From an optimization exercise on the open Yosys and OpenROAD flow, aimed at small area; shortcuts taken in it are not production practice.
At most, simulation tests tie the RTL to the original design; equivalence was not proved.
Power is estimated from default activity; no workload was simulated.

Setup of the reference run:
==> flow/design.v <==
module control_led(
  input   pclk,
  input   rst,
  input   button,
  output reg  [7:0] led
);
localparam [11:0] DIV_INV = 12'haaa;
reg  [11:0] div_q;
wire [11:0] div = div_q ^ DIV_INV;
wire div_low0 = ~|div[10:0];
wire count_en = div_low0 & ~div[11];
always @(posedge pclk) begin
  if (rst) div_q <= 12'h800 ^ DIV_INV;
  else     div_q <= {div[10:0], div[11] ^ div[10] ^ div[9] ^ div[3] ^ div_low0} ^ DIV_INV;
end
localparam [14:0] SEED_PRESS = 15'h7c00;
localparam [14:0] SEED_REL   = 15'h6000;
localparam [14:0] HIT_A      = 15'h7da4;   
localparam [14:0] HIT_B      = 15'h6da5;   
localparam [14:0] MASK_A     = 15'h4fde;
localparam [14:0] MASK_B     = 15'h6ffd;
reg        lvl;
localparam [14:0] RUN_INV = 15'h5555;
reg [14:0] run_q;
wire [14:0] run = run_q ^ RUN_INV;
reg        flag_a;
wire       edge_b = button ^ lvl;
wire       hit_b  = ((run & MASK_B) == (HIT_B & MASK_B));
always @(posedge pclk) begin
  lvl <= rst | button;
  if (edge_b) run_q <= (button ? SEED_REL : SEED_PRESS) ^ RUN_INV;
  else        run_q <= {run[13:0], run[14] ^ run[6]} ^ RUN_INV;
  flag_a <= ~edge_b & (flag_a | ((run & MASK_A) == (HIT_A & MASK_A)));
end
wire led_zero = ~|led;
wire just_reset = led_zero & div[11];
wire first_rel  = button & ~lvl;
reg pc_short, pc_med;
reg rc_nz;
reg flag_b;
reg [1:0] click;
reg start_case;
always @(posedge pclk) begin
  if (rst) begin
    pc_short <= 1'b1;
    rc_nz    <= 1'b0;
    click    <= 2'b00;
  end else begin
    if (first_rel) begin
      pc_short <= ~flag_a;
      pc_med   <= rc_nz | ~flag_b;
    end
    if (!button) begin
      rc_nz   <= lvl & ~just_reset;
      if (rc_nz) click <= flag_b ? 2'b01 : {click[0], ~click[1]};
    end
  end
  start_case <= first_rel | (c1short & start_case);
  if (!button) flag_b <= lvl ? (flag_a & ~just_reset) : (~rc_nz & (flag_b | hit_b));
end
wire c1      = ~click[1] & click[0];
wire c1short = c1 & pc_short;
wire x = ~click[0] | (c1 & pc_med);
wire y = click[0] & (click[1] | pc_med);
wire restart = start_case | led_zero;
wire U  = ~rst & c1short;
wire V  = ~rst & ~c1short & ~restart;
wire P  = ~rst & ~c1short & restart;
wire Vn = V & ~count_en;
wire Ve = V & count_en;
wire Ex = Ve & x, Exn = Ve & ~x, Ey = Ve & y, Eyn = Ve & ~y;
wire Pm = P & x & ~y;
always @(posedge pclk) begin
  led[7] <= U | (P & ~x) | (Ex & led[6]) | (Vn & led[7]);
  led[6] <= U | (Ex & led[5]) | (Exn & led[7]) | (Vn & led[6]);
  led[5] <= U | (Ex & led[4]) | (Exn & led[6]) | (Vn & led[5]);
  led[4] <= U | Pm | (Ex & y & led[3]) | (Exn & led[5]) | (Vn & led[4]);
  led[3] <= U | Pm | (Ey & led[2]) | (Ve & ~x & ~y & led[4]) | (Vn & led[3]);
  led[2] <= U | (Ey & led[1]) | (Eyn & led[3]) | (Vn & led[2]);
  led[1] <= U | (Ey & led[0]) | (Eyn & led[2]) | (Vn & led[1]);
  led[0] <= U | (P & y) | (Eyn & led[1]) | (Vn & led[0]);
end
endmodule
==> flow/config.mk <==
export PLATFORM = sky130hd
export DESIGN_NAME = control_led
export DESIGN_NICKNAME = control_led
export VERILOG_FILES = /design/flow/design.v
export SDC_FILE = /design/flow/constraint.sdc
export NUM_CORES = 4
export LEC_CHECK = 0
export CAP_MARGIN = 20
export CORE_MARGIN = 2
export CORE_UTILIZATION = 40
export SLEW_MARGIN = 20
==> flow/constraint.sdc <==
create_clock -name core_clock -period 10.0 [get_ports {pclk}]
set_input_delay 2.0000 -clock core_clock [delete_from_list [all_inputs] [get_ports {pclk}]]
set_output_delay 2.0000 -clock core_clock [all_outputs]
set_load 0.01 [all_outputs]
standard.sh (not shown) runs the stock make flow with config.mk's settings and CLKGATE_MAP_FILE= SYNTH_SCRIPT=/design/flow/synth_recipe.tcl, a recipe that flattens the netlist after the stock synthesis.
==> flow/flow/run.sh <==
#!/bin/bash
# Own layout flow: the standard synthesis, its combinational logic
# re-mapped for area with every register kept as the standard synthesis made
# it (several ABC runs with different seeds, the smallest kept), then the
# standard ORFS layout steps, with the smallest buffer on the ports and a
# clock tree of small clock buffers.
set -euo pipefail
W=$(pwd)
R=$W/orfs/results/$FLOW_PLATFORM/control_led/base
LIB=$FLOW_HOME/platforms/$FLOW_PLATFORM/lib/sky130_fd_sc_hd__tt_025C_1v80.lib
YOSYS=$FLOW_HOME/../tools/install/yosys/bin/yosys
[[ -x $YOSYS ]] || YOSYS=yosys

bash standard.sh synth > "$W/flow_1_synth.log" 2>&1
cp "$R/1_2_yosys.v" "$R/1_2_yosys_standard.v"

mkdir -p "$W/resynth"
for s in 1 2 3 4 5 6 7 8; do
  printf 'strash\n&get -n\n&deepsyn -T 90 -S %s\n&st\n&dch -f\n&nf -R 1000\n&put\n' "$s" > "$W/resynth/abc_$s.scr"
  RS_LIB=$LIB RS_IN=$R/1_2_yosys_standard.v RS_OUT=$W/resynth/net_$s.v RS_ABC=$W/resynth/abc_$s.scr \
    "$YOSYS" -c flow/resynth.tcl > "$W/flow_2_resynth_$s.log" 2>&1 &
  if (( s % 4 == 0 )); then wait; fi
done
wait
best=""; best_area=""
for s in 1 2 3 4 5 6 7 8; do
  a=$(awk '/Chip area for module/ {print $NF}' "$W/resynth/net_$s.v.stat")
  echo "seed $s area $a" >> "$W/flow_2_resynth_pick.log"
  if [[ -z $best ]] || awk -v a="$a" -v b="$best_area" 'BEGIN{exit !(a<b)}'; then best=$s; best_area=$a; fi
done
echo "picked seed $best" >> "$W/flow_2_resynth_pick.log"
cp "$W/resynth/net_$best.v" "$R/1_2_yosys.v"
rm -f "$R/1_synth.odb" "$R/1_synth.sdc"

bash standard.sh "BUFFER_PORTS_ARGS=-buffer_cell sky130_fd_sc_hd__buf_1" \
  "CTS_ARGS=-buf_list {sky130_fd_sc_hd__clkbuf_4 sky130_fd_sc_hd__clkbuf_8} -root_buf sky130_fd_sc_hd__clkbuf_4 -dont_use_dummy_load -sink_clustering_enable -repair_clock_nets" \
  finish > "$W/flow_3_layout.log" 2>&1
Other scripts of this flow, unchanged in this note and not shown: flow/flow/resynth.tcl
The reference run ran to completion and came out clean on the timing, DRC and antenna checks.
For the trial run, these inputs were changed with respect to the reference run:
==> flow/design.v <==
module control_led(
  input   pclk,
  input   rst,
  input   button,
  output reg  [7:0] led
);
localparam [11:0] DIV_INV = 12'haaa;
reg  [11:0] div_q;
wire [11:0] div = div_q ^ DIV_INV;
wire div_low0 = ~|div[10:0];
wire count_en = div_low0 & ~div[11];
always @(posedge pclk) begin
  if (rst) div_q <= 12'h800 ^ DIV_INV;
  else     div_q <= {div[10:0], div[11] ^ div[10] ^ div[9] ^ div[3] ^ div_low0} ^ DIV_INV;
end
localparam [14:0] SEED_PRESS = 15'h7c00;
localparam [14:0] SEED_REL   = 15'h6000;
localparam [14:0] HIT_A      = 15'h7da4;   
localparam [14:0] HIT_B      = 15'h6da5;   
localparam [14:0] MASK_A     = 15'h4fde;
localparam [14:0] MASK_B     = 15'h6ffd;
reg        lvl;
localparam [14:0] RUN_INV = 15'h5555;
reg [14:0] run_q;
wire [14:0] run = run_q ^ RUN_INV;
reg        flag_a, flag_b;
wire       edge_b = button ^ lvl;
always @(posedge pclk) begin
  lvl <= rst | button;
  if (edge_b) run_q <= (button ? SEED_REL : SEED_PRESS) ^ RUN_INV;
  else        run_q <= {run[13:0], run[14] ^ run[6]} ^ RUN_INV;
  flag_a <= ~edge_b & (flag_a | ((run & MASK_A) == (HIT_A & MASK_A)));
  flag_b <= ~edge_b & (flag_b | ((run & MASK_B) == (HIT_B & MASK_B)));
end
wire led_zero = ~|led;
wire just_reset = led_zero & div[11];
wire first_rel  = button & ~lvl;
reg pc_short, pc_med;
reg rc_nz, rc_long;
reg [1:0] click;
reg start_case;
always @(posedge pclk) begin
  if (rst) begin
    pc_short <= 1'b1;
    rc_nz    <= 1'b0;
    click    <= 2'b00;
  end else begin
    if (first_rel) begin
      pc_short <= ~flag_a;
      pc_med   <= ~flag_b;
    end
    if (!button) begin
      rc_nz   <= lvl & ~just_reset;
      rc_long <= flag_a;
      if (rc_nz) click <= rc_long ? 2'b01 : {click[0], ~click[1]};
    end
  end
  start_case <= first_rel | (c1short & start_case);
end
wire c1      = ~click[1] & click[0];
wire c1short = c1 & pc_short;
wire x = ~click[0] | (c1 & pc_med);
wire y = click[0] & (click[1] | pc_med);
wire restart = start_case | led_zero;
wire U  = ~rst & c1short;
wire V  = ~rst & ~c1short & ~restart;
wire P  = ~rst & ~c1short & restart;
wire Vn = V & ~count_en;
wire Ve = V & count_en;
wire Ex = Ve & x, Exn = Ve & ~x, Ey = Ve & y, Eyn = Ve & ~y;
wire Pm = P & x & ~y;
always @(posedge pclk) begin
  led[7] <= U | (P & ~x) | (Ex & led[6]) | (Vn & led[7]);
  led[6] <= U | (Ex & led[5]) | (Exn & led[7]) | (Vn & led[6]);
  led[5] <= U | (Ex & led[4]) | (Exn & led[6]) | (Vn & led[5]);
  led[4] <= U | Pm | (Ex & y & led[3]) | (Exn & led[5]) | (Vn & led[4]);
  led[3] <= U | Pm | (Ey & led[2]) | (Ve & ~x & ~y & led[4]) | (Vn & led[3]);
  led[2] <= U | (Ey & led[1]) | (Eyn & led[3]) | (Vn & led[2]);
  led[1] <= U | (Ey & led[0]) | (Eyn & led[2]) | (Vn & led[1]);
  led[0] <= U | (P & y) | (Eyn & led[1]) | (Vn & led[0]);
end
endmodule
Findings:
- The trial run: flow completed, timing, DRC and antenna clean
- Design area delta (the reference run -> the trial run): insignificant
- Summary — met1 track utilization from global routing, the trial run relative to the reference run: higher, by 2.6 points.
- The trial run and the reference run ended up with nearly the same post-synthesis instance area.
- On the trial run: wire length is about 3.4% lower than what the reference run gave.
- Delta (the trial run minus the reference run): static leakage dropped 0.59%, worst path required time climbed 0.02 ns.
Function not checked in the trial run: the RTL went through the layout flow alone.

what the ideal ports hide:
How much do the figures lean on ideal ports? The routed layouts below were timed once more, with nothing changed but the port constraints.
Step 1 (the two cells are an assumption about what drives the block):
set clk [get_ports {pclk}]
set_driving_cell -lib_cell sky130_fd_sc_hd__clkbuf_16 $clk
set_driving_cell -lib_cell sky130_fd_sc_hd__buf_2 [delete_from_list [all_inputs] $clk]
Step 2 times the ports against the registers' clock, not the clock port: input delays grow and output delays shrink by t, the midpoint of the rising clock arrivals with the driver on.
a / b / c = no drivers / after step 1 / after step 2; a / b = the first two.
| run | shift t [ns] | setup slack, ns | hold slack, ns | worst setup path after step 2 |
|---|---|---|---|---|
| the reference run | 0.357 | 6.758 / 6.751 / 6.394 | 0.372 / 0.372 / 0.372 | input to register |
| the trial run | 0.357 | 6.420 / 6.423 / 6.066 | 0.374 / 0.374 / 0.374 | input to register |
After both steps every run listed still meets setup and hold. For the reference run, which loses most, drivers alone change the setup slack by -0.007 ns; drivers and shift together by -0.364 ns.
